Context: an optimization exercise on an open-source flow, tuned for small area. The choices shown serve that exercise and are no tape-out recipe.
In this exercise RTL edits were held to simulation tests only and were not proved equivalent to the original.
Power figures rest on the tool's default switching activity, not on a simulated workload.

## flow/design.v (module list and top-level ports; edited modules follow where they fit)
// module v_arbiter: 15 lines
// module v_rux: 27 lines
// module v_fifo: 49 lines
// module v_channel: 235 lines
// module v_engine: 369 lines
// module v_control: 129 lines
// module v_ahb_slave: 71 lines
// module v_ahb_master: 301 lines
// module v_top: 243 lines
module v_top #(
  parameter CHANNEL_NUM    = 8,
  parameter REQUEST_LINE   = 16,
  parameter CHANNEL_DEPTH  = 4,
  parameter AHB_ADDR_SIZE  = 32,
  parameter AHB_DATA_SIZE  = 32) 
(
  input  logic                     hclk,
  input  logic                     hresetn,
  input  logic                     cg_te,
  output logic                     m_hsel_o,
  output logic [AHB_ADDR_SIZE-1:0] m_haddr_o,
  output logic [AHB_DATA_SIZE-1:0] m_hwdata_o,
  input  logic [AHB_DATA_SIZE-1:0] m_hrdata_i,
  output logic                     m_hwrite_o,
  output logic               [2:0] m_hsize_o,
  output logic               [2:0] m_hburst_o,
  output logic               [3:0] m_hprot_o,
  output logic               [1:0] m_htrans_o,
  output logic                     m_hmastlock_o,
  input  logic                     m_hready_i, 
  input  logic                     m_hresp_i,
  input  logic                     s_hsel_i,
  input  logic [AHB_ADDR_SIZE-1:0] s_haddr_i,
  input  logic [AHB_DATA_SIZE-1:0] s_hwdata_i,
  output logic [AHB_DATA_SIZE-1:0] s_hrdata_o,
  input  logic                     s_hwrite_i,
  input  logic               [2:0] s_hsize_i,
  input  logic               [2:0] s_hburst_i,
  input  logic               [3:0] s_hprot_i,
  input  logic               [1:0] s_htrans_i,
  input  logic                     s_hmastlock_i ,
  output logic                     s_hreadyout_o, 
  input  logic                     s_hready_i, 
  output logic                     s_hresp_o,
  output logic                     grq_o,
  output logic                     erq_o, 
  output logic   [CHANNEL_NUM-1:0] irq_o,  
  input  logic  [REQUEST_LINE-1:0] rreq_i,
  input  logic  [REQUEST_LINE-1:0] wreq_i,
  output logic  [REQUEST_LINE-1:0] rack_o,
  output logic  [REQUEST_LINE-1:0] wack_o,
  output logic                     ready);
  // ...
==> flow/flow/run.sh <==
#!/bin/bash
# The standard layout (standard.sh), with clock tree synthesis told not to
# add dummy loads and given its buffer and sink clustering. make's output goes
# to standard.log; ORFS keeps each step's log under orfs/logs.
set -euo pipefail
export CTS_ARGS="-sink_clustering_enable -repair_clock_nets -dont_use_dummy_load -buf_list sky130_fd_sc_hd__clkbuf_16 -sink_clustering_size 24 -sink_clustering_max_diameter 120"
bash standard.sh > standard.log 2>&1
==> flow/standard.sh <==
#!/bin/bash
# synth_recipe.tcl (not shown) runs the flow's synth.tcl, then flattens the netlist and writes it again
# the make line also repeats each setting of config.mk as NAME=value (left out here)
make -C /OpenROAD-flow-scripts/flow DESIGN_CONFIG=/design/flow/config.mk WORK_HOME=/design/flow/orfs CLKGATE_MAP_FILE= SYNTH_SCRIPT=/design/flow/synth_recipe.tcl "${@:-finish}"
==> flow/config.mk <==
export PLATFORM = sky130hd
export DESIGN_NAME = v_top
export DESIGN_NICKNAME = v_top
export VERILOG_FILES = /design/flow/design.v
export SDC_FILE = /design/flow/constraint.sdc
export NUM_CORES = 8
export LEC_CHECK = 0
export CAP_MARGIN = 20
export CORE_MARGIN = 2
export CORE_UTILIZATION = 65
export SLEW_MARGIN = 20
==> flow/constraint.sdc <==
create_clock -name core_clock -period 12.0 [get_ports {hclk}]
set_input_delay 2.4000 -clock core_clock [delete_from_list [all_inputs] [get_ports {hclk}]]
set_output_delay 2.4000 -clock core_clock [all_outputs]
set_load 0.01 [all_outputs]
==> notes.md, run 1 <==
GRT Overall Usage 47.3%; TritonCTS buffer count 156; CTS root buf clkbuf_16; status timing/DRC/antenna clean; detailed-route via count 115,000; area of the multi-input gates 0.0561 mm²; buffering overhead 3.07%; Simple-Gate Fraction of Synth Area 10.9%; met3 wire len 89,200 µm; yosys warns 10; Arr. time, crit path 10.94 ns; first-pass GRT wire length 807,000 µm; Seq power 16.1 mW; synth top area cells edfxtp_1 (56%), dfrtp_1 (5.8%), mux2i_1 (4.4%); clock sink total 3,334; Buffers & Inverters on Critical Path 6; Post-Syn Area 0.156 mm²; FP Rows 179; R2R Setup Slk 1.63 ns; diodes inserted 19; worst-margin pin slew 1.32 ns; DR iter-0 viols 20,800; Worst R2R Path Depth 27; Pint 21.9 mW; switching power 15.1 mW
==> run 2, diff against run 1 <==
==> flow/flow/run.sh (replaced) <==
#!/bin/bash
# Layout flow: the standard flow (standard.sh) with these changes.
#  1. After the standard synthesis, the combinational logic between the
#     registers is mapped again by ABC for area (flow/area.abc). The registers
#     are left as they are: same instances, names and cells. The new netlist
#     is checked against the standard one (registers cut open, ABC proves the
#     logic equal); if that fails the standard netlist is used.
#  2. Clock tree synthesis adds no dummy loads, and uses clkbuf_8 buffers on
#     sink clusters of 12.
#  3. The buffers that placement puts on every input and output port are
#     buf_2 cells.
# Each tool's output goes to a log file of its own in this folder.
set -uo pipefail
R=orfs/results/sky130hd/v_top/base
YOSYS=$FLOW_HOME/../tools/install/yosys/bin/yosys
YABC=$FLOW_HOME/../tools/install/yosys/bin/yosys-abc
LIB=$FLOW_HOME/platforms/sky130hd/lib/sky130_fd_sc_hd__tt_025C_1v80.lib
export BUFFER_PORTS_ARGS="-buffer_cell sky130_fd_sc_hd__buf_2"
export CTS_ARGS="-sink_clustering_enable -repair_clock_nets -dont_use_dummy_load -buf_list sky130_fd_sc_hd__clkbuf_8 -sink_clustering_size 12 -sink_clustering_max_diameter 80"

bash standard.sh synth > synth.log 2>&1 || exit 1
cp $R/1_2_yosys.v standard_netlist.v

DU=""
for c in probe_p_8 probec_p_8 lpflow_bleeder_1 lpflow_clkbufkapwr_1 lpflow_clkbufkapwr_16 \
  lpflow_clkbufkapwr_2 lpflow_clkbufkapwr_4 lpflow_clkbufkapwr_8 lpflow_clkinvkapwr_1 \
  lpflow_clkinvkapwr_16 lpflow_clkinvkapwr_2 lpflow_clkinvkapwr_4 lpflow_clkinvkapwr_8 \
  lpflow_decapkapwr_12 lpflow_decapkapwr_3 lpflow_decapkapwr_4 lpflow_decapkapwr_6 \
  lpflow_decapkapwr_8 lpflow_inputiso0n_1 lpflow_inputiso0p_1 lpflow_inputiso1n_1 \
  lpflow_inputiso1p_1 lpflow_inputisolatch_1 lpflow_isobufsrc_1 lpflow_isobufsrc_16 \
  lpflow_isobufsrc_2 lpflow_isobufsrc_4 lpflow_isobufsrc_8 lpflow_isobufsrckapwr_16 \
  lpflow_lsbuf_lh_hl_isowell_tap_1 lpflow_lsbuf_lh_hl_isowell_tap_2 \
  lpflow_lsbuf_lh_hl_isowell_tap_4 lpflow_lsbuf_lh_isowell_4 lpflow_lsbuf_lh_isowell_tap_1 \
  lpflow_lsbuf_lh_isowell_tap_2 lpflow_lsbuf_lh_isowell_tap_4; do
  DU="$DU -dont_use sky130_fd_sc_hd__$c"
done

cat > remap.ys <<EOT
read_liberty -ignore_miss_func $LIB
read_verilog standard_netlist.v
hierarchy -top v_top
setattr -mod -set keep_hierarchy 1 sky130_fd_sc_hd__df* sky130_fd_sc_hd__edf* sky130_fd_sc_hd__sdf* sky130_fd_sc_hd__sedf* sky130_fd_sc_hd__dl*
flatten
blackbox sky130_fd_sc_hd__*
delete t:\$scopeinfo
opt -purge
abc -script flow/area.abc -liberty $LIB $DU
opt_clean -purge
setundef -zero
hilomap -singleton -hicell sky130_fd_sc_hd__conb_1 HI -locell sky130_fd_sc_hd__conb_1 LO
insbuf -buf sky130_fd_sc_hd__buf_4 A X
splitnets
opt_clean -purge
stat -liberty $LIB
write_verilog -noattr -noexpr -nohex -nodec remapped_netlist.v
EOT
$YOSYS -s remap.ys > remap.log 2>&1

ok=0
if [[ -s remapped_netlist.v ]]; then
  python3 flow/cutff.py standard_netlist.v gold_cut.v > cut.log 2>&1 &&
  python3 flow/cutff.py remapped_netlist.v gate_cut.v >> cut.log 2>&1 &&
  cat > equiv.ys <<EOT &&
read_liberty -ignore_miss_func $LIB
read_verilog gold_cut.v
rename v_top gold
read_verilog gate_cut.v
rename v_top gate
hierarchy -check
flatten gold gate
delete t:\$scopeinfo
opt_clean
miter -equiv -flatten gold gate miter
hierarchy -top miter
opt -fast
techmap
aigmap
write_aiger miter.aig
EOT
  $YOSYS -s equiv.ys > equiv.log 2>&1 &&
  $YABC -c "read_aiger miter.aig; strash; iprove" > iprove.log 2>&1 &&
  grep -q "UNSATISFIABLE" iprove.log && ok=1
fi
if [[ $ok == 1 ]]; then
  echo "remapped netlist proven equal; using it" > remap_result.log
  cp remapped_netlist.v $R/1_2_yosys.v
else
  echo "remapped netlist not proven equal; using the standard netlist" > remap_result.log
fi
rm -f gold_cut.v gate_cut.v miter.aig

bash standard.sh > standard.log 2>&1
==> flow/flow/area.abc (new file) <==
&get -n
&st
&deepsyn -T 120
&dch -f
&nf -a -R 1000
&st
&syn2
&dch -f
&nf -a -R 1000
&put
topo
==> flow/flow/cutff.py (new file) <==
#!/usr/bin/env python3
"""Cut the flip-flops out of a mapped netlist: each flip-flop's Q becomes a top
input and each of its input pins a top output, named after the instance, so two
netlists with the same flip-flops can be compared as combinational logic."""
import re, sys
src, dst = sys.argv[1], sys.argv[2]
t = open(src).read()
m = re.search(r'module\s+v_top\s*\((.*?)\);', t, re.S)
body_start = m.end()
end = t.index('endmodule', body_start)
body = t[body_start:end]
inst_re = re.compile(r'\n(\s*)(sky130_fd_sc_hd__\w+)\s+(\\\S+|\S+)\s*\((.*?)\);', re.S)
newports = []
decls = []
assigns = []
def ident(s):
    s = re.sub(r'[^A-Za-z0-9_]', '_', s)
    return s
out = []
pos = 0
for mm in inst_re.finditer(body):
    cell, name, pins = mm.group(2), mm.group(3), mm.group(4)
    if not re.match(r'sky130_fd_sc_hd__(df|edf|sdf|sedf|dl)', cell):
        continue
    out.append(body[pos:mm.start()])
    pos = mm.end()
    base = ident(name.lstrip('\\'))
    for p, n in re.findall(r'\.(\w+)\(([^()]*)\)', pins):
        n = n.strip()
        if not n:
            continue
        if p in ('Q', 'Q_N'):
            pn = 'q__' + base + '__' + p
            newports.append(pn); decls.append(f'  input {pn};')
            assigns.append(f'  assign {n} = {pn};')
        else:
            pn = 'd__' + base + '__' + p
            newports.append(pn); decls.append(f'  output {pn};')
            assigns.append(f'  assign {pn} = {n} ;')
out.append(body[pos:])
ports = m.group(1).strip()
res = t[:m.start()] + 'module v_top(' + ports + ', ' + ', '.join(newports) + ');\n' + \
      '\n'.join(decls) + '\n' + ''.join(out) + '\n'.join(assigns) + '\n' + t[end:]
open(dst, 'w').write(res)
--- a/flow/config.mk
+++ b/flow/config.mk
@@ -9,3 +9,3 @@
 export CORE_MARGIN = 2
-export CORE_UTILIZATION = 65
+export CORE_UTILIZATION = 55
 export SLEW_MARGIN = 20
==> run 2 against run 1 <==
Largest cell class unchanged; design area fell by 5.7%; final cell count rose by 2.4%; clock skew rose by 0.036 ns; sequential share of layout area rose by 3.5 points; power fell by 28%; sequential power fell by 14%; critical endpoint is now v_engine.channels[6].v_channel.l_m[3]; count of clock-buffer cells in the layout rose by 168; register-to-register slack got worse by 0.93 ns; critical path depth rose by 12.
==> notes.md, run 2 <==
Post-DP HPWL 423,000 µm; yosys warns 10 (unchanged); nets 12,300; Cell Count Post-Placement 15,300; # hold bufs at CTS 0; die height 513 µm; Slew Limit Fails 0; register bank with the most flops v_engine.channels.v_channel.byte_fifos.byte_fifo.memory; Starting Density 55.4%; commonest non-fill, non-tap cell in the layout edfxtp_1; FP Rows 186 (+3.9%); switching power 9.12 mW (-40%); Worst R2R Path Depth 39 (+44%); # IOs 305; Post-Layout Cell Count 15,600; die area 0.263 mm²; worst clock skew 0.123 ns; Max Cap Viol 0; leakage 53.1 nW; FMAX 0.0885 GHz; Crit path top cell by count buf_4; Tcrit/Tclk final 94.2%; worst vdd ir 0.146 mV; Chip Width 513 µm; Core Util, Final 61.4%; RSZ-0062 raised after global routing no; HP Class flip-flop to asynchronous set/reset pin; Via density 7.42; first-pass GRT wire length 849,000 µm (+5.2%); vias in the first global route 108,000; max incr delay on CP 0.88 ns; CP max-delay cell edfxtp_1; worst-margin pin slew 1.33 ns (+0.0146 ns); GRT Overall Usage 46.7% (-0.59 points); syn_area_per_cell 12.8 µm²; Pint 17.5 mW (-20%); Post-Syn Area 0.142 mm² (-8.7%); largest net degree at the start of global routing 66; setup ws final 0.696 ns; CTS Buffer Depth 4; post_cts resized 0; Routed Antenna Nets 0; Switching Fraction 34.3%; Crit Path Max Fanout 35; router iterations before antenna repair 14; Crit. End Element flip-flop; Slew headroom 9.52%; TritonCTS buffer count 324 (+110%); Startpoint Class flip-flop; drt wl/cell 40.1 µm; # fillers 20,100; Layout area overhead 10.9%; total core area 0.257 mm²; Final setup viols 0; clock sink total 3,334 (unchanged); status timing/DRC/antenna clean; Tmin final 11.30 ns; area of the multi-input gates 0.0446 mm² (-21%); R2R Setup Slk 0.70 ns (-0.93 ns); Final Hold Viols 0; setup_tns 0 ns; Clk pwr share 23.5%; RD Place Congestion 1.08; number of antenna violations at the first check in global routing 60; detailed-route via count 116,000 (+0.84%); CTS tree done; clock latency on the worst-skew pair 1.05 ns; Post-Route WL 628,000 µm; DRC violations left 0; placed inst area 0.153 mm²; DR iter-0 viols 24,100 (+16%); post-layout instance area 0.158 mm²; most frequent cells in the layout edfxtp_1 (2,884), nand2_1 (1,494), nor2_1 (880); Arr. time, crit path 11.92 ns (+0.98 ns); Worst-path clk slew 0.08 ns; register area 0.0974 mm²; cells after synthesis 11,100; PwrDens 169 mW/mm²; CTS root buf clkbuf_8; H-tree levels 5; power share of the sequential group 52.2%; Data required, critical path 12.62 ns; top flop regs v_engine.channels.v_channel.byte_fifos.byte_fifo.memory x1024, v_engine.channels.v_channel.l_m x264; # Post-CTS Setup Buffers 0; port bufs 252; max reg flops 1,024; Congestion Overflow GR 0; WS Path Type flip-flop to flip-flop; layout cell share with drive strength beyond 1 11.6%; Comb power frac 24.3%; dpl ws 0.817 ns
==> run 2: cell types whose count changed in the layout (fill, tap and decap cells not counted), moves of 233 or more <==
| cell | previous run | this run |
|---|---|---|
| mux2i_1 | 677 | 64 |
| mux2_2 | 509 | 0 |
| a222oi_1 | 4 | 399 |
| clkinv_1 | 0 | 371 |
| clkbuf_8 | 0 | 324 |
| a21oi_1 | 243 | 556 |
| o21ai_0 | 457 | 712 |
| nand2_1 | 1250 | 1494 |
| buf_2 | 18 | 253 |
| clkdlybuf4s50_1 | 233 | 0 |
==> run 2: layer usage <==
| layer | vias up | global-route usage (%) | wire length [µm] |
|---|---|---|---|
| li1 | 45800 | - | - |
| met1 | 56400 | 59.5 | 209000 |
| met2 | 11200 | 67.4 | 264000 |
| met3 | 2633 | 15.9 | 99300 |
| met4 | 22 | 32.5 | 54900 |
| met5 | - | 0 | 184 |
==> run 2: through the flow <==
step	total power, mW	hold slack [ns]
2_1_floorplan	17.3	0.433
3_3_place_gp	20.1	0.408
3_5_place_dp	20.2	0.414
4_1_cts	26.2	0.363
5_1_grt	27.2	0.376
6_report	26.6	0.369
==> run 2: worst max-delay path, delay by kind of cell (launching register included) <==
family	cells	cell delay, ns
simple gates	23	4.93
buf+inv	6	2.05
compound gates	7	1.97
flops	1	0.88
fa+ha+maj	2	0.69
xor+xnor	1	0.21
==> run 2: worst paths after layout <==
kind                                                       from                                             to
min in group core_clock               v_control.ch_rd_addr_o[3]  v_engine.channels[0].v_channel.i_rd_addr_o[3]
worst min-delay path                   v_control.ch_enable_o[5]        v_engine.channels[5].v_channel.state[0]
worst max-delay path            v_engine.channel_select_next[2]          v_engine.channels[6].v_channel.l_m[3]
worst max register to register  v_engine.channel_select_next[2]          v_engine.channels[6].v_channel.l_m[3]
worst min register to register         v_control.ch_enable_o[5]        v_engine.channels[5].v_channel.state[0]
max in group asynchronous                               hresetn                      v_ahb_master.m_haddr_o[2]
==> run 2: layout make-up <==
type                            instances  area share [%]
Timing Repair Buffer                  793            3.51
Inverter                              372           0.886
Sequential cell                      3334            61.7
Antenna cell                           62          0.0983
Tap cell                             3384            2.68
Multi-Input combinational cell       7372            28.3
Clock buffer                          324            2.83
==> run 2: power groups by stage <==
stage,Sequential (mW),Clock [mW],Combinational (mW)
4_1_cts,13.9,6.17,6.13
3_5_place_dp,14.1,0,6.11
2_1_floorplan,13.9,0,3.34
5_1_grt,13.9,6.57,6.65
3_3_place_gp,14.1,0,5.99
6_report,13.9,6.25,6.47
==> run 3, diff against run 2 <==
==> flow/flow/area.abc (replaced) <==
&get -n
&st
&deepsyn -T 300
&dch -f
&nf -a -R 1000
&st
&syn2
&dch -f
&nf -a -R 1000
&put
topo
--- a/flow/config.mk
+++ b/flow/config.mk
@@ -10,2 +10,3 @@
 export CORE_UTILIZATION = 55
+export SETUP_SLACK_MARGIN = 0.4
 export SLEW_MARGIN = 20
==> run 3 against run 2 <==
Count of clock-buffer cells in the layout shrank 5; power increased by 27%; register-to-register slack improved by 0.41 ns; routed wire length up 5.3%; highest routed layer unchanged.
==> notes.md, run 3 <==
status timing/DRC/antenna clean; switching power 14.6 mW (+60%); # hold bufs at CTS 0 (unchanged); layout cell share with drive strength beyond 1 11.5% (-0.15 points); yosys warns 10 (unchanged); Chip Width 513 µm (about the same); Final setup viols 0 (unchanged); largest net degree at the start of global routing 66 (unchanged); cells after synthesis 11,100 (+0.20%); router iterations before antenna repair 14 (unchanged); vias in the first global route 110,000 (+1.7%); setup ws final 1.11 ns (+0.409 ns); power share of the sequential group 41.4% (-11 points); FMAX 0.0918 GHz (+3.8%); clock latency on the worst-skew pair 1.15 ns (+0.10 ns); worst-margin pin slew 1.31 ns (-0.0160 ns); Switching Fraction 43.4% (+9.1 points); RD Place Congestion 1.08 (about the same); leakage 53.3 nW (+0.45%); die height 513 µm (about the same); port bufs 252 (unchanged); total core area 0.257 mm² (about the same); Crit. End Element flip-flop; RSZ-0062 raised after global routing no; Post-Route WL 661,000 µm (+5.3%); WHS 0.475 ns (+0.106 ns); R2R Setup Slk 1.11 ns (+0.41 ns); Comb power frac 40.1% (+16 points); DR iter-0 viols 26,000 (+7.7%); most frequent cells in the layout edfxtp_1 (2,884), nand2_1 (1,504), nor2_1 (817); detailed-route via count 118,000 (+1.6%); Arr. time, crit path 11.73 ns (-0.19 ns); register area 0.0974 mm² (unchanged); Final Hold Viols 0 (unchanged); max incr delay on CP 0.80 ns (-0.08 ns); Crit Path Max Fanout 16 (-54%); DRC violations left 0 (unchanged); Clk pwr share 18.5% (-5.0 points); Slew Limit Fails 0 (unchanged); # Post-CTS Setup Buffers 0 (unchanged); CTS Buffer Depth 4 (unchanged); Tcrit/Tclk final 90.8% (-3.4 points); register bank with the most flops v_engine.channels.v_channel.byte_fifos.byte_fifo.memory; Data required, critical path 12.84 ns (+0.22 ns); Routed Antenna Nets 0 (unchanged); Congestion Overflow GR 0 (unchanged); clock sink total 3,334 (unchanged); Post-DP HPWL 447,000 µm (+5.8%); drt wl/cell 42.1 µm (+5.0%); worst vdd ir 0.190 mV (+30%); Tmin final 10.89 ns (-0.409 ns); worst clock skew 0.0942 ns (-0.0292 ns); Pint 19.1 mW (+9.2%); Startpoint Class flip-flop; CTS root buf clkbuf_8; Worst R2R Path Depth 42 (+7.7%); Crit path top cell by count nand2b_1; H-tree levels 5 (unchanged); Post-Syn Area 0.142 mm² (about the same); # IOs 305 (unchanged); CTS tree done; Max Cap Viol 0 (unchanged); Layout area overhead 11.2%; RR Startpoint v_engine.channels[4].v_channel.state[3]; Starting Density 55.3% (about the same); TritonCTS buffer count 319 (-1.5%); Final Power 33.7 mW (+27%); area of the multi-input gates 0.0442 mm² (-0.79%); max reg flops 1,024 (unchanged); commonest non-fill, non-tap cell in the layout edfxtp_1; FP Rows 186 (unchanged); post_cts resized 0 (unchanged); FF-to-FF End v_engine.channels[7].v_channel.i_rd_addr_o[31]; GRT Overall Usage 49.1% (+2.4 points); first-pass GRT wire length 886,000 µm (+4.3%); # fillers 20,200 (+0.41%); WS Path Type flip-flop to flip-flop; number of antenna violations at the first check in global routing 70 (+17%); Setup crit start v_engine.channels[4].v_channel.state[3]; Slew headroom 12.3% (+2.8 points); setup_tns 0 ns (unchanged); top flop regs v_engine.channels.v_channel.byte_fifos.byte_fifo.memory x1024, v_engine.channels.v_channel.l_m x264; PwrDens 213 mW/mm² (+26%); HP Class flip-flop to flip-flop; Worst-path clk slew 0.09 ns (about the same); syn_area_per_cell 12.8 µm² (-0.15%); die area 0.263 mm² (about the same); dpl ws 1.02 ns (+0.199 ns); nets 12,400 (+0.38%); Via density 7.53 (+1.4%); CP max-delay cell or3_1; CP endpoint v_engine.channels[7].v_channel.i_rd_addr_o[31]
run 3: how the worst min path moves through the flow:
stage                        startpoint                                             to  slack [ns]  cells after the start
6_report                      flip-flop                                      flip-flop        0.47                      1
4_1_cts        v_control.ch_enable_o[7]        v_engine.channels[7].v_channel.state[0]        0.46                      1
2_1_floorplan         v_ahb_slave.state                             v_ahb_slave.c_cs_o        0.43                      1
5_1_grt        v_control.ch_enable_o[7]        v_engine.channels[7].v_channel.state[0]        0.49                      1
3_3_place_gp   v_control.ch_enable_o[7]  v_engine.channels[7].v_channel.ch_bus_error_o        0.45                      1
3_5_place_dp   v_control.ch_enable_o[7]  v_engine.channels[7].v_channel.ch_bus_error_o        0.46                      1
run 3: layer usage:
metal	GRT usage (%)	share of wire [%]	wire length, µm	vias to the layer above
li1	-	-	-	46000
met1	60.7	32	213000	57000
met2	69.1	41	269000	11900
met3	19.3	17	112000	3016
met4	37.7	10	66600	32
met5	0.493	0.056	370	-
run 3: worst max-delay path: cells and delay by family (launching register included):
| kind | cells | cell delay [ns] |
|---|---|---|
| and+or+nand+nor | 28 | 6.84 |
| buffers and inverters | 4 | 0.79 |
| adders and majority gates | 1 | 0.20 |
| xor gates and xnor gates | 1 | 0.14 |
| AOI/OAI and AO/OA | 8 | 1.94 |
| DFF | 1 | 0.66 |
run 3: metrics by stage:
step / util (%) / instances / instance area, µm²
after floorplan: - / 11200 / 142000
after global routing: 61.5 / 15700 / 158000
after CTS: 61.4 / 15600 / 158000
final: 61.5 / 15700 / 158000
after detailed placement: 59.7 / 15300 / 154000
after global placement: 59.7 / 15300 / 153000
run 3: cell type report:
| class | count | area share [%] |
|---|---|---|
| Antenna cell | 51 | 0.0806 |
| Inverter | 415 | 0.984 |
| Clock buffer | 319 | 2.77 |
| Multi-Input combinational cell | 7351 | 28.0 |
| Tap cell | 3384 | 2.68 |
| Sequential cell | 3334 | 61.6 |
| Timing Repair Buffer | 823 | 3.96 |
run 3: power groups by stage:
stage          Sequential (mW)  Clock, mW  Combinational (mW)
4_1_cts                   13.9       6.13                12.6
6_report                  13.9       6.23                13.5
5_1_grt                   14.0       6.51                13.6
3_3_place_gp              14.1          0                12.3
3_5_place_dp              14.2          0                12.5
2_1_floorplan             14.0          0                6.20
==> run 4, diff against run 3 <==
==> flow/flow/area.abc (replaced) <==
&get -n
&st
&deepsyn -T 120
&dch -f
&nf -a -R 1000
&st
&syn2
&dch -f
&nf -a -R 1000
&put
topo
--- a/flow/config.mk
+++ b/flow/config.mk
@@ -10,2 +10,3 @@
 export CORE_UTILIZATION = 55
+export GPL_TIMING_DRIVEN = 0
 export SETUP_SLACK_MARGIN = 0.4
==> run 4 against run 3 <==
Still clean; synthesized cell count up 0.43%; sequential power decreased by 8%; maximum frequency is 6.5% lower; non-clock buffer count shrank 39; final cell count up 0.32%; flip-flop and latch count unchanged.
==> notes.md, run 4 <==
Switching Fraction 25.7% (-18 points); CTS Buffer Depth 4 (unchanged); grt met3 use 17.8% (-1.6 points); vias in the first global route 109,000 (-0.24%); Slew Limit Fails 0 (unchanged); Crit Path Max Fanout 66 (+50); router iterations before antenna repair 14 (unchanged); FMAX 0.0859 GHz (-6.5%); max reg flops 1,024 (unchanged); # IOs 305 (unchanged); CTS tree done; H-tree levels 5 (unchanged); Pint 15.6 mW (-18%); WS Path Type flip-flop to flip-flop; die area 0.264 mm² (+0.42%); CTS root buf clkbuf_8; drt wl/cell 41.1 µm (-2.5%); GRT met2 Usage 69.4% (+0.33 points); Crit. End Element flip-flop; dpl ws -2.57 ns (-3.59 ns); number of antenna violations at the first check in global routing 51 (-27%); nets 12,400 (+0.29%); met1 GRT Util 58.5% (-2.2 points); CP max-delay cell nor4_4; total core area 0.259 mm² (+0.72%); register bank with the most flops v_engine.channels.v_channel.byte_fifos.byte_fifo.memory; Post-DP HPWL 453,000 µm (+1.3%); Clk pwr share 30.3% (+12 points); RSZ-0062 raised after global routing yes; # hold bufs at CTS 0 (unchanged); Crit path top cell by count nor2_1; Congestion Overflow GR 0 (unchanged); cells after synthesis 11,200 (+0.43%); GRT Overall Usage 47.8% (-1.3 points); Worst-path clk slew 0.08 ns (about the same); GR peak layer met2; Slew headroom 4.29% (-8.1 points); worst clock skew 0.134 ns (+0.0396 ns); WHS 0.467 ns (-0.00814 ns); # fillers 19,600 (-3.2%); Post-Syn Area 0.143 mm² (+0.42%); setup_tns 0 ns (unchanged); worst-margin pin slew 1.43 ns (+0.117 ns); Tcrit/Tclk final 97.1% (+6.3 points); Chip Width 514 µm (+0.21%); status timing/DRC/antenna clean; Max Cap Viol 0 (unchanged); most frequent cells in the layout edfxtp_1 (2,884), nand2_1 (1,415), nor2_1 (803); RD Place Congestion 1.07 (-1.3%); Layout area overhead 14.5%; Final Hold Viols 0 (unchanged); layout cell share with drive strength beyond 1 13.5% (+2.1 points); power share of the sequential group 61.0% (+20 points); Starting Density 55.2% (-0.16 points); Tmin final 11.65 ns (+0.752 ns); FP Rows 187 (+0.54%); DRC violations left 0 (unchanged); syn_area_per_cell 12.8 µm² (about the same); setup ws final 0.354 ns (-0.752 ns); Arr. time, crit path 12.38 ns (+0.65 ns); Post-Route WL 646,000 µm (-2.2%); largest net degree at the start of global routing 67 (+1.5%); die height 514 µm (+0.21%); Data required, critical path 12.73 ns (-0.11 ns); DR iter-0 viols 22,500 (-13%); Startpoint Class flip-flop; leakage 53.0 nW (-0.70%); max incr delay on CP 0.65 ns (-0.15 ns); Final setup viols 0 (unchanged); Via density 7.48 (-0.63%); first-pass GRT wire length 869,000 µm (-1.9%); clock sink total 3,334 (unchanged); PwrDens 128 mW/mm² (-40%); yosys warns 10 (unchanged); Routed Antenna Nets 0 (unchanged); commonest non-fill, non-tap cell in the layout edfxtp_1; clock latency on the worst-skew pair 1.15 ns (about the same); HP Class flip-flop to flip-flop; worst vdd ir 0.115 mV (-39%); TritonCTS buffer count 332 (+4.1%); detailed-route via count 118,000 (-0.32%); Comb power frac 8.7% (-31 points); port bufs 252 (unchanged); top flop regs v_engine.channels.v_channel.byte_fifos.byte_fifo.memory x1024, v_engine.channels.v_channel.l_m x264; switching power 5.39 mW (-63%)
-- run 4: changes by cell type in the layout (fill, tap and decap cells not counted), sizes merged, moves of 20 or more --
cell    previous run  this run
mux2i             59       114
a22oi            329       357
xor2             122       146
a222oi           435       392
a21oi            483       546
buf              823       783
nand2           1545      1478
nand3            280       300
o21ai            781       747
and4              34        14
clkinv           415       448
-- run 4: worst max-delay path, delay by kind of cell, from the launching register on --
kind / cells / cell delay, ns
flip-flops: 1 / 0.48
XOR/XNOR: 2 / 0.74
AND/OR/NAND/NOR: 26 / 7.46
adder cells (fa/ha/maj): 1 / 0.29
AO/OA/AOI/OAI: 6 / 1.43
buffers and inverters: 4 / 0.70
-- run 4: per-stage QoR --
step / std cells / power (mW) / util (%) / instance area, µm²
final: 15700 / 21.0 / 63.2 / 164000
after global routing: 15700 / 21.3 / 63.2 / 164000
after CTS: 15600 / 20.7 / 62.8 / 163000
after detailed placement: 15300 / 14.7 / 60.8 / 158000
after global placement: 14900 / 14.6 / 57.4 / 149000
after floorplan: 11200 / 13.9 / - / 143000
-- run 4: power by group through the flow --
stage / Clock (mW) / Sequential [mW] / Combinational, mW
after global placement: 0 / 13.0 / 1.56
after CTS: 6.26 / 12.8 / 1.69
final: 6.35 / 12.8 / 1.82
after global routing: 6.63 / 12.8 / 1.88
after detailed placement: 0 / 13.0 / 1.67
after floorplan: 0 / 13.0 / 0.916
-- run 4: layout make-up --
cell class,count,area (µm²),share of cell area [%]
clock buffers,332,4570,2.79
repair buffers,723,8550,5.22
diodes,47,118,0.0719
plain buffers,61,458,0.280
multi-input cells,7379,46600,28.5
well taps,3402,4260,2.60
inverters,449,1700,1.04
flip-flops and latches,3334,97400,59.5
-- run 4: worst paths after layout --
check	endpoint	start	slack, ns	depth (start not counted)
max in group asynchronous	asynchronous set/reset pin	hresetn	9.59	2
max	v_engine.channels[0].v_channel.i_wr_addr_o[22]	v_engine.channel_select_next[2]	0.35	39
min	v_engine.channels[5].v_channel.i_rd_addr_o[13]	v_control.ch_rd_addr_o[173]	0.47	2
min in group asynchronous	v_engine.channels[7].v_channel.state[1]	v_control.ch_enable_o[7]	0.49	1
max reg2reg	v_engine.channels[0].v_channel.i_wr_addr_o[22]	v_engine.channel_select_next[2]	0.35	39
min reg2reg	v_engine.channels[5].v_channel.i_rd_addr_o[13]	v_control.ch_rd_addr_o[173]	0.47	2
-- run 4: metal layers --
layer	up-vias	share of wire, %	wire length [µm]
met5	-	0.053	344
met4	32	9.5	61600
met3	2996	16	100000
met2	11400	42	272000
met1	57100	33	211000
li1	46100	-	-
-- run 4: timing repair --
action                                  4_1_cts  5_1_grt
pin swaps                                    18       15
gates resized for setup                      58       51
cloned                                        9        5
endpoints found under the setup margin     1188     1007
setup buffers                                23       31
endpoints found under the hold margin         0        0
==> run 5, diff against run 4 <==
--- a/flow/config.mk
+++ b/flow/config.mk
@@ -10,3 +10,2 @@
 export CORE_UTILIZATION = 55
-export GPL_TIMING_DRIVEN = 0
 export SETUP_SLACK_MARGIN = 0.4
==> run 5 against run 4 <==
Setup slack better by 0.39 ns; design area fell by 3.3%; final cell count shrank 0.22%; combinational power barely moved; sequential share of layout area up 2.0 points; critical path type unchanged; largest cell class unchanged; largest power group unchanged.
==> notes.md, run 5 <==
status timing/DRC/antenna clean; Max Cap Viol 0 (unchanged); router iterations before antenna repair 13 (-1); # fillers 20,100 (+2.9%); # IOs 305 (unchanged); TritonCTS buffer count 319 (-3.9%); max reg flops 1,024 (unchanged); Final setup viols 0 (unchanged); Crit Path Max Fanout 76 (+15%); max incr delay on CP 0.55 ns (-0.10 ns); Chip Width 514 µm (unchanged); Layout area overhead 10.7%; detailed-route via count 116,000 (-1.1%); leakage 51.2 nW (-3.3%); met1 GRT Util 59.4% (+0.89 points); FP Rows 187 (unchanged); R2R Setup Slk 0.74 ns (+0.39 ns); Congestion Overflow GR 0 (unchanged); Data required, critical path 12.83 ns (+0.10 ns); worst-margin pin slew 1.40 ns (-0.0339 ns); Crit. End Element flip-flop; vias in the first global route 107,000 (-2.1%); GRT met2 Usage 66.8% (-2.6 points); CTS root buf clkbuf_8; setup_tns 0 ns (unchanged); largest net degree at the start of global routing 77 (+15%); Tmin final 11.26 ns (-0.391 ns); yosys warns 10 (unchanged); die area 0.264 mm² (unchanged); Final Hold Viols 0 (unchanged); commonest non-fill, non-tap cell in the layout edfxtp_1; worst clock skew 0.177 ns (+0.0433 ns); placed inst area 0.153 mm² (-2.6%); Routed Antenna Nets 0 (unchanged); Tcrit/Tclk final 93.8% (-3.3 points); die height 514 µm (unchanged); Post-Syn Area 0.143 mm² (unchanged); Via density 7.41 (-0.92%); worst vdd ir 0.105 mV (-9.0%); FMAX 0.0888 GHz (+3.5%); post-layout instance area 0.158 mm² (-3.3%); top flop regs v_engine.channels.v_channel.byte_fifos.byte_fifo.memory x1024, v_engine.channels.v_channel.l_m x264; clock latency on the worst-skew pair 1.19 ns (+0.04 ns); RD Place Congestion 1.10 (+3.0%); Worst-path clk slew 0.09 ns (about the same); CTS tree done; Crit path top cell by count nand2b_1; port bufs 252 (unchanged); clock sink total 3,334 (unchanged); syn_area_per_cell 12.8 µm² (unchanged); Post-Layout Cell Count 15,700 (-0.22%); Post-Route WL 631,000 µm (-2.3%); H-tree levels 5 (unchanged); GR peak layer met2; Buffers & Inverters on Critical Path 5 (+1); register bank with the most flops v_engine.channels.v_channel.byte_fifos.byte_fifo.memory; Cell Count Post-Placement 15,300 (+0.22%); Final Power 20.8 mW (-0.57%); WS Path Type flip-flop to flip-flop; total core area 0.259 mm² (unchanged); drt wl/cell 40.2 µm (-2.1%); GRT Overall Usage 46.7% (-1.1 points); PwrDens 132 mW/mm² (+2.8%); cells after synthesis 11,200 (unchanged); most frequent cells in the layout edfxtp_1 (2,884), nand2_1 (1,433), nor2_1 (829); CP top delay family simple AND/OR/NAND/NOR gates; number of antenna violations at the first check in global routing 41 (-20%); Startpoint Class flip-flop; nets 12,400 (-0.29%); RSZ-0062 raised after global routing no; DRC violations left 0 (unchanged); first-pass GRT wire length 850,000 µm (-2.1%); Slew Limit Fails 0 (unchanged); Slew headroom 5.79% (+1.5 points); Post-DP HPWL 426,000 µm (-5.9%); CTS Buffer Depth 4 (unchanged); DR iter-0 viols 23,800 (+5.7%); HP Class flip-flop to asynchronous set/reset pin; register area 0.0974 mm² (about the same); area of the multi-input gates 0.0450 mm² (-3.5%); grt met3 use 15.8% (-2.0 points); layout cell share with drive strength beyond 1 11.4% (-2.2 points); WHS 0.459 ns (-0.00827 ns); Starting Density 55.2% (unchanged); Arr. time, crit path 12.08 ns (-0.30 ns); CP max-delay cell a221oi_2
==> run 5: path summary, 6_finish.rpt <==
check,startpoint,endpoint,depth (start not counted)
min reg2reg,v_control.ch_enable_o[7],v_engine.channels[7].v_channel.state[0],1
min in group core_clock,v_control.ch_rd_size_o[14],v_engine.channels[7].v_channel.i_size_o[0],1
max,v_engine.channel_select_next[1],v_engine.channels[5].v_channel.i_rd_addr_o[31],45
min,v_control.ch_enable_o[7],v_engine.channels[7].v_channel.state[0],1
max in group asynchronous,hresetn,v_engine.channels[6].v_channel.f_w_count[1],4
max reg2reg,v_engine.channel_select_next[1],v_engine.channels[5].v_channel.i_rd_addr_o[31],45
==> run 5: cell type report <==
type,instances,area share (%)
diodes,48,0.0759
clock buffers,319,2.77
inverters,449,1.06
multi-input cells,7366,28.4
flip-flops and latches,3334,61.6
well taps,3402,2.69
repair buffers,774,3.43
==> run 5: routing by layer <==
metal | wire length [µm] | vias up
met1 | 211000 | 56400
met4 | 56500 | 10
met5 | 264 | -
li1 | - | 46000
met2 | 264000 | 11300
met3 | 99100 | 2596
==> run 5: stage by stage <==
step / worst slack [ns] / utilization [%]
floorplan: 0.455 / -
global placement: 0.979 / 59.2
detailed placement: 0.858 / 59.2
CTS: 0.704 / 60.9
global route: 0.471 / 61.1
finish: 0.745 / 61.1
==> run 5: power breakdown <==
group	internal, mW	switching, mW
combinational	0.527	1.32
sequential	12.6	0.210
clock	2.37	3.85
==> run 5: timing repair <==
action | 4_1_cts | 5_1_grt
gates resized for setup | 0 | 10
hold buffers | 0 | 0
endpoints found under the setup margin | 0 | 702
hold endpoints to repair | 0 | 0
setup buffers | 0 | 7

[static timing again, ports no longer ideal]
How much do the figures lean on ideal ports? The routed layouts below were timed once more, with nothing changed but the port constraints.
Step 1 (the two cells are an assumption about what drives the block):
set clk [get_ports {hclk}]
set_driving_cell -lib_cell sky130_fd_sc_hd__clkbuf_16 $clk
set_driving_cell -lib_cell sky130_fd_sc_hd__buf_2 [delete_from_list [all_inputs] $clk]
Step 2 also shifts input and output timing later by t, the mid clock arrival at the registers, as if the neighbouring blocks saw the same clock.
Three values: no drivers, after step 1, after step 2; two values: the first two.
| run | t, ns | slack for setup (ns) | hold slack, ns | worst setup path at the end | latest minus earliest clock arrival (ns) |
|---|---|---|---|---|---|
| run 1 | 0.980 | 1.627 / 1.627 / 1.627 | 0.475 / 0.475 / 0.475 | register to register | 0.096 / 0.096 |
| run 2 | 1.122 | 0.696 / 0.696 / 0.333 | 0.369 / 0.369 / 0.369 | input to register | 0.155 / 0.154 |
| run 3 | 1.224 | 1.105 / 1.105 / 0.489 | 0.475 / 0.475 / 0.475 | input to register | 0.099 / 0.099 |
| run 4 | 1.196 | 0.354 / 0.354 / -0.383 | 0.467 / 0.467 / 0.467 | input to register | 0.143 / 0.143 |
| run 5 | 1.208 | 0.745 / 0.745 / 0.745 | 0.459 / 0.459 / 0.459 | register to register | 0.177 / 0.177 |
Met with ideal ports but missed after step 2: setup timing in run 4. The setup slack of run 4, which loses most, moves by 0.000 ns with the drivers and by -0.737 ns with both steps.
